Context: an optimization exercise on an open-source flow, tuned for small area and a short achievable clock period. The choices shown serve that exercise and are no tape-out recipe. Function was not checked in any run shown here: the RTL went through the layout flow alone. No activity file was given, so power comes from the tool's default toggle rates.

==> flow/design.v, too long to show whole: its modules and the start of the top module <==
// module alu: 1080 lines
module alu # ( parameter WIDTH = 16, CMD_WIDTH = 4 ) (
	input clk, rst,
	input CE,
	input CIN,
	input mode,
	input [1:0] INP_INVALID,
	input [ CMD_WIDTH-1 :0] CMD,
	input [ WIDTH-1 :0] opa,
	input [ WIDTH-1 :0] opb,
	output reg ERR, OFLOW, g , l, e, cout,
	output reg [ 2 * WIDTH :0] RES
);
  // ...
==> flow/run.sh <==
#!/bin/bash
# synth_recipe.tcl (not shown) runs the flow's synth.tcl, then flattens the netlist and writes it again
# the make line also repeats each setting of config.mk as NAME=value (left out here)
make -C /OpenROAD-flow-scripts/flow DESIGN_CONFIG=/design/flow/config.mk WORK_HOME=/design/flow/orfs CLKGATE_MAP_FILE= SYNTH_SCRIPT=/design/flow/synth_recipe.tcl finish
==> flow/config.mk <==
export PLATFORM = sky130hd
export DESIGN_NAME = alu
export DESIGN_NICKNAME = alu
export VERILOG_FILES = /design/flow/design.v
export SDC_FILE = /design/flow/constraint.sdc
export NUM_CORES = 4
export LEC_CHECK = 0
export ABC_AREA = 1
export CAP_MARGIN = 20
export CORE_MARGIN = 2
export CORE_UTILIZATION = 40
export GPL_TIMING_DRIVEN = 0
export SLEW_MARGIN = 20
==> flow/constraint.sdc <==
create_clock -name core_clock -period 9.0 [get_ports {clk}]
set_input_delay 1.8000 -clock core_clock [delete_from_list [all_inputs] [get_ports {clk}]]
set_output_delay 1.8000 -clock core_clock [all_outputs]
set_load 0.01 [all_outputs]
==> flow_summary.ini, run 1 <==
[layout]
num-multi-input-gates = 1380
clk_share = 0.00843
fin_nets = 2321
final_core_util = 0.458
fillers = 3501

[cts]
cts_buffer_depth = 2
clock_latency_ps = 280
post_cts_resize_count = 86

[sta]
post-route-min-period_ps = 8840
setup_violations = 0
holdWs_ps = 474

[outcome]
outcome = finished clean

[synthesis]
synth-compound-area-share = 0.105
synth_top_family_by_area = adder cells
synth_edf_count = 0

[pwr]
p_sw_mw = 1.86
ir_drop_mv = 0.213

[global_routing]
grt_busiest_layer = met2
gr-usage-all-layers = 0.300
antenna_found_initial = 1
gr-usage-met1 = 0.403
globalRouteOverflowTotal = 0

[worst_hold_path]
holdPathEnd = cout

[floorplanning]
core_um2 = 33400

[drt]
drt-vias-per-instance = 5.45
drc = 0
wirelength_met1_mm = 21.7
initialDrtViolationCount = 1349

[critical_path]
endpoint = RES[0]
cp_data_required_time_ps = 9140
path_max_fanout = 11
crit_arrival_ps = 8980
reg2regPathDepth = 3
==> inputs of run 2 (changes only) <==
--- a/flow/design.v
+++ b/flow/design.v
@@ -1037,27 +1037,23 @@
   assign p[25] = pp0[25] ^ g659;
   assign p[26] = pp0[26] ^ g661;
   assign p[27] = pp0[27] ^ g663;
   assign p[28] = pp0[28] ^ g665;
   assign p[29] = pp0[29] ^ g667;
   assign p[30] = pp0[30] ^ g669;
   assign p[31] = pp0[31] ^ g671;
   assign p[32] = pp0[32] ^ g673;
-    wire [15:0] zt = {r1[14:0] | r2[14:0], cin};
-    wire z = &(~(r1 ^ r2 ^ zt));
+    wire z = ~|p[15:0];
     wire t00 = op_nand | op_nor | op_xnor | op_nota | op_notb;
     wire t01 = op_nand | op_or  | op_xor  | op_nota;
     wire t10 = op_nand | op_or  | op_xor  | op_notb;
     wire t11 = op_and  | op_or  | op_xnor;
-    wire [15:0] lut;
-    genvar gi;
-    generate for (gi = 0; gi < 16; gi = gi + 1) begin : g_lut
-        assign lut[gi] = a[gi] ? (b[gi] ? t11 : t10) : (b[gi] ? t01 : t00);
-    end endgenerate
+    wire [15:0] lut = ({16{t00}} & ~a & ~b) | ({16{t01}} & ~a & b) |
+                      ({16{t10}} & a & ~b) | ({16{t11}} & a & b);
     wire sel_p  = op_addt | op_mul;
     wire sel_lo = sel_p | op_rol | op_ror;
     wire sel_hi = op_rol | op_ror;
     wire [15:0] res_lo = ({16{sel_lo}} & p[15:0]) | ({16{sel_hi}} & p[31:16]) | lut |
                          ({16{op_shla}} & {a[14:0], 1'b0}) | ({16{op_shra}} & {1'b0, a[15:1]}) |
                          ({16{op_shlb}} & {b[14:0], 1'b0}) | ({16{op_shrb}} & {1'b0, b[15:1]});
     wire [32:0] res_n = {{17{sel_p}} & p[32:16], res_lo};
     wire op_fl   = op_cmp | op_sig;
==> flow/flow/run.sh (new file) <==
#!/bin/bash
# The standard layout (the standard.sh, all of its steps), with two changes:
#  - synthesis: Yosys's synth command also gets -noabc, so its quick generic
#    ABC pass does not rewrite the full adders before extract_fa maps them (that
#    pass leaves an inverter between most pairs of adder cells).  The rest of
#    the synthesis script is synth_recipe.tcl unchanged (-nofsm -noshare,
#    flatten, renames), and ORFS's own ABC mapping still runs afterwards.
#  - placement: buffer_ports uses sky130_fd_sc_hd__buf_1 for the port buffers
#    instead of the delay cell it picks by default; every input and output port
#    still gets its own buffer.
# The make output is kept in standard.log.
set -euo pipefail
{
  echo 'proc synth {args} { yosys synth -nofsm -noshare -noabc {*}$args }'
  tail -n +2 synth_recipe.tcl
} > synth_noabc.tcl
bash standard.sh SYNTH_SCRIPT="$PWD/synth_noabc.tcl" \
  BUFFER_PORTS_ARGS="-buffer_cell sky130_fd_sc_hd__buf_1" finish > standard.log 2>&1
==> flow/standard.sh (new file) <==
#!/bin/bash
# synth_recipe.tcl (not shown) runs the flow's synth.tcl, then flattens the netlist and writes it again
# the make line also repeats each setting of config.mk as NAME=value (left out here)
make -C /OpenROAD-flow-scripts/flow DESIGN_CONFIG=/design/flow/config.mk WORK_HOME=/design/flow/orfs CLKGATE_MAP_FILE= SYNTH_SCRIPT=/design/flow/synth_recipe.tcl "${@:-finish}"
removed: flow/run.sh
==> run 2 against run 1 <==
- non-clock buffer count increased by 24
- global-route usage grew 0.13 points
- core utilization decreased by 1.3 points
- largest power group unchanged
==> flow_summary.ini, run 2 <==
[cts]
cts_buffer_depth = 2
root_buffer = clkbuf_16
clock-sinks = 39
clock_latency_ps = 300
holdBufCountCts = 0
cts_buffers = 5
htree_levels = 2
tritoncts = built
clkSlewWorstSetupHoldPaths_ps = 70

[drt]
drt-vias-per-instance = 5.74
drc = 0
vias = 12100
ant_nets = 0
dr.pass1.iters = 6
initialDrtViolationCount = 1092
wl_per_cell_um = 22.4
wirelength_mm = 47.1

[synthesis]
synth_xor_area_frac = 0.0143
ys_seq_area_frac = 0.0797
yosysWarnings = 1
synth_fp_nets = 1942
synth-compound-area-share = 0.0858
ys.flop_type = dfrtp_1
avgSynthCellArea_um2 = 7.64
synth_top_family_by_area = adder cells
synthTopCellsByArea = fa_1 (40%), nor2_1 (11%), nand2_1 (10%)
yosysMostFrequentCell = nor2_1
synth_seq_cells = 39
synth-simple-area-share = 0.295
yosys.area.top_type_share = 0.402
yosys-top-cells-count = nor2_1 (346), nand2_1 (334), fa_1 (246), inv_1 (135), nand3_1 (118)
synth_mux_area_frac = 0
synth_area_um2 = 12200
yosys.area.top_type = fa_1
synth_edf_count = 0
ys_types = 49
syn_inst = 1601
synth_fa_ha_area_frac = 0.456
async_flop_share = 1.00

[sta]
post-route-min-period_ps = 8740
maxSlewViolCount = 0
fin_skew_ps = 0
final_hold_viol_count = 0
grt_setup_unrepaired = no
fin_crit_sh = 0.971
setup_violations = 0
holdWs_ps = 487
slew_headroom = 0.284
worstMarginPinSlew_ps = 1070
fmax_mhz = 114

[layout]
final_core_util = 0.446
largest_reg_flops = 33
top_register = RES
drive_gt1_frac = 0.0736
layout_commonest_cell = nor2_1
antennaDiodeCount = 0
syn2layout_area_growth_pct = 10.5
fin_nets = 2051
layout.cells.most_common_list = nor2_1 (345), nand2_1 (334), fa_1 (245)

[outcome]
outcome = finished clean

[placed_design]
io_buffers = 78
dpl.hpwl_mm = 37.3
place_congestion = 0.989

[global_routing]
gr-usage-all-layers = 0.301
grt_start_max_net_pins = 27
grt_pass1_vias = 12200
antenna_found_initial = 0
grt_pass1_wl_mm = 71.5
globalRouteOverflowTotal = 0

[pwr]
p_per_area_nw_per_um2 = 169
power_leakage_nw = 7.08
ir_drop_mv = 0.127

[floorplanning]
rows = 64
io_pins = 82
core_um2 = 30300
dieWidth_um = 179
die-area_um2 = 32000
die_h_um = 179
start_util = 0.403

[critical_path]
crit_arrival_ps = 8930
critical_path_class = in2reg
cp_data_required_time_ps = 9200
path_max_fanout = 10
end_kind = flop
start_kind = input port

[worst_hold_path]
hold_path_class = reg2reg

[run]
maxCapViolCount = 0
[run 2: stage by stage]
step                      std cells  setup WS, ps  power (mW)  TNS, ps  instance area [um^2]
final                          2107           264        2.28        0                 13500
after global routing           2107          9.60        2.49        0                 13500
after CTS                      2095          3.41        2.23        0                 13300
after detailed placement       2076         -1250        2.00   -21140                 13000
after global placement         2075         -1210        1.97   -32550                 13000
after floorplan                1601           681        1.46        0                 12200
[run 2: path summary, 6_finish.rpt]
| kind | endpoint | slack, ps | startpoint | cells past startpoint |
|---|---|---|---|---|
| worst max-delay path | RES[1] | 260 | CMD[1] | 26 |
| worst min-delay path | RES[26] | 490 | RES[26] | 2 |
| worst max register to register | RES[10] | 8160 | RES[10] | 3 |
| worst min register to register | RES[26] | 490 | RES[26] | 2 |
| max in group asynchronous | RES[10] | 7090 | rst | 3 |
| min in group asynchronous | RES[16] | 1440 | rst | 2 |
[run 2: kinds of logic (layout without fill, tap and decap cells)]
logic type      count (synthesis)  count (layout)
compound gates                170             170
buf+inv                       207             317
fa+ha+maj                     298             298
flops                          39              39
xor+xnor                       20              20
simple gates                  867             867
[run 2: what timing repair did]
action | 4_1_cts | 5_1_grt
cloned | 0 | 0
gates resized for setup | 7 | 27
pin swaps | 7 | 5
hold endpoints to repair | 0 | 0
buffers inserted | 13 | 12
endpoints found under the setup margin | 28 | 32
[run 2: per-layer routing]
metal	GRT usage	up-vias	wire length, um
met5	0	-	0
met4	0.116	0	2120
met3	0.0579	139	4250
met2	0.490	610	21900
met1	0.397	6015	18800
li1	-	5321	-
[run 2: layout make-up]
cell class / instances / area [um^2]
fillers: 3141 / 16800
multi-input cells: 1355 / 10500
clock buffers: 5 / 125
clock inverters: 3 / 46.3
plain buffers: 63 / 318
well taps: 396 / 495
flip-flops and latches: 39 / 976
inverters: 142 / 544
repair buffers: 104 / 515
[run 2: critical path: stages]
cell,delay (ps)
buf_2,180
buf_1,460
nand2_1,100
o21ai_1,520
clkbuf_1,680
nor2_1,160
fa_1,600
fa_1,450
fa_1,410
fa_1,530
fa_1,430
ha_1,330
nand2_1,130
nand2_1,80
nand2_1,60
nand2_1,140
a21oi_1,200
nand2_2,130
buf_4,210
fa_2,350
xor2_1,150
inv_1,190
o22ai_1,140
nor3_2,190
nand4_1,140
nor2b_1,150
[run 2: power by group]
part | leakage [nW] | total (mW) | internal [mW] | switching (mW)
logic | 6.50 | 1.85 | 0.626 | 1.22
clock network | 0.0804 | 0.216 | 0.132 | 0.0839
registers | 0.502 | 0.218 | 0.202 | 0.0164

[port drivers added, routing unchanged]
The flow's constraints put no driver on any port. The routed layouts listed below were extracted and timed again, unchanged, in two steps. Step 1 (the two cells are an assumption about what drives the block):
set clk [get_ports {clk}]
set_driving_cell -lib_cell sky130_fd_sc_hd__clkbuf_16 $clk
set_driving_cell -lib_cell sky130_fd_sc_hd__buf_2 [delete_from_list [all_inputs] $clk]
Step 2, shift: input delay + t, output delay - t, t = (earliest + latest rising clock arrival at the registers) / 2. This alone moves slack from input paths to output paths. a / b / c = no drivers / after step 1 / after step 2; a / b = the first two.
run | t, ns | setup WS [ns] | pins driven straight from the clock port
run 1 | 0.312 | 0.160 / 0.166 / -0.146 | 1
run 2 | 0.337 | 0.264 / 0.284 / -0.052 | 1
Met with ideal ports but missed after step 2: setup timing in run 1 and run 2. The setup slack of run 2, which loses most, moves by +0.020 ns with the drivers and by -0.316 ns with both steps.
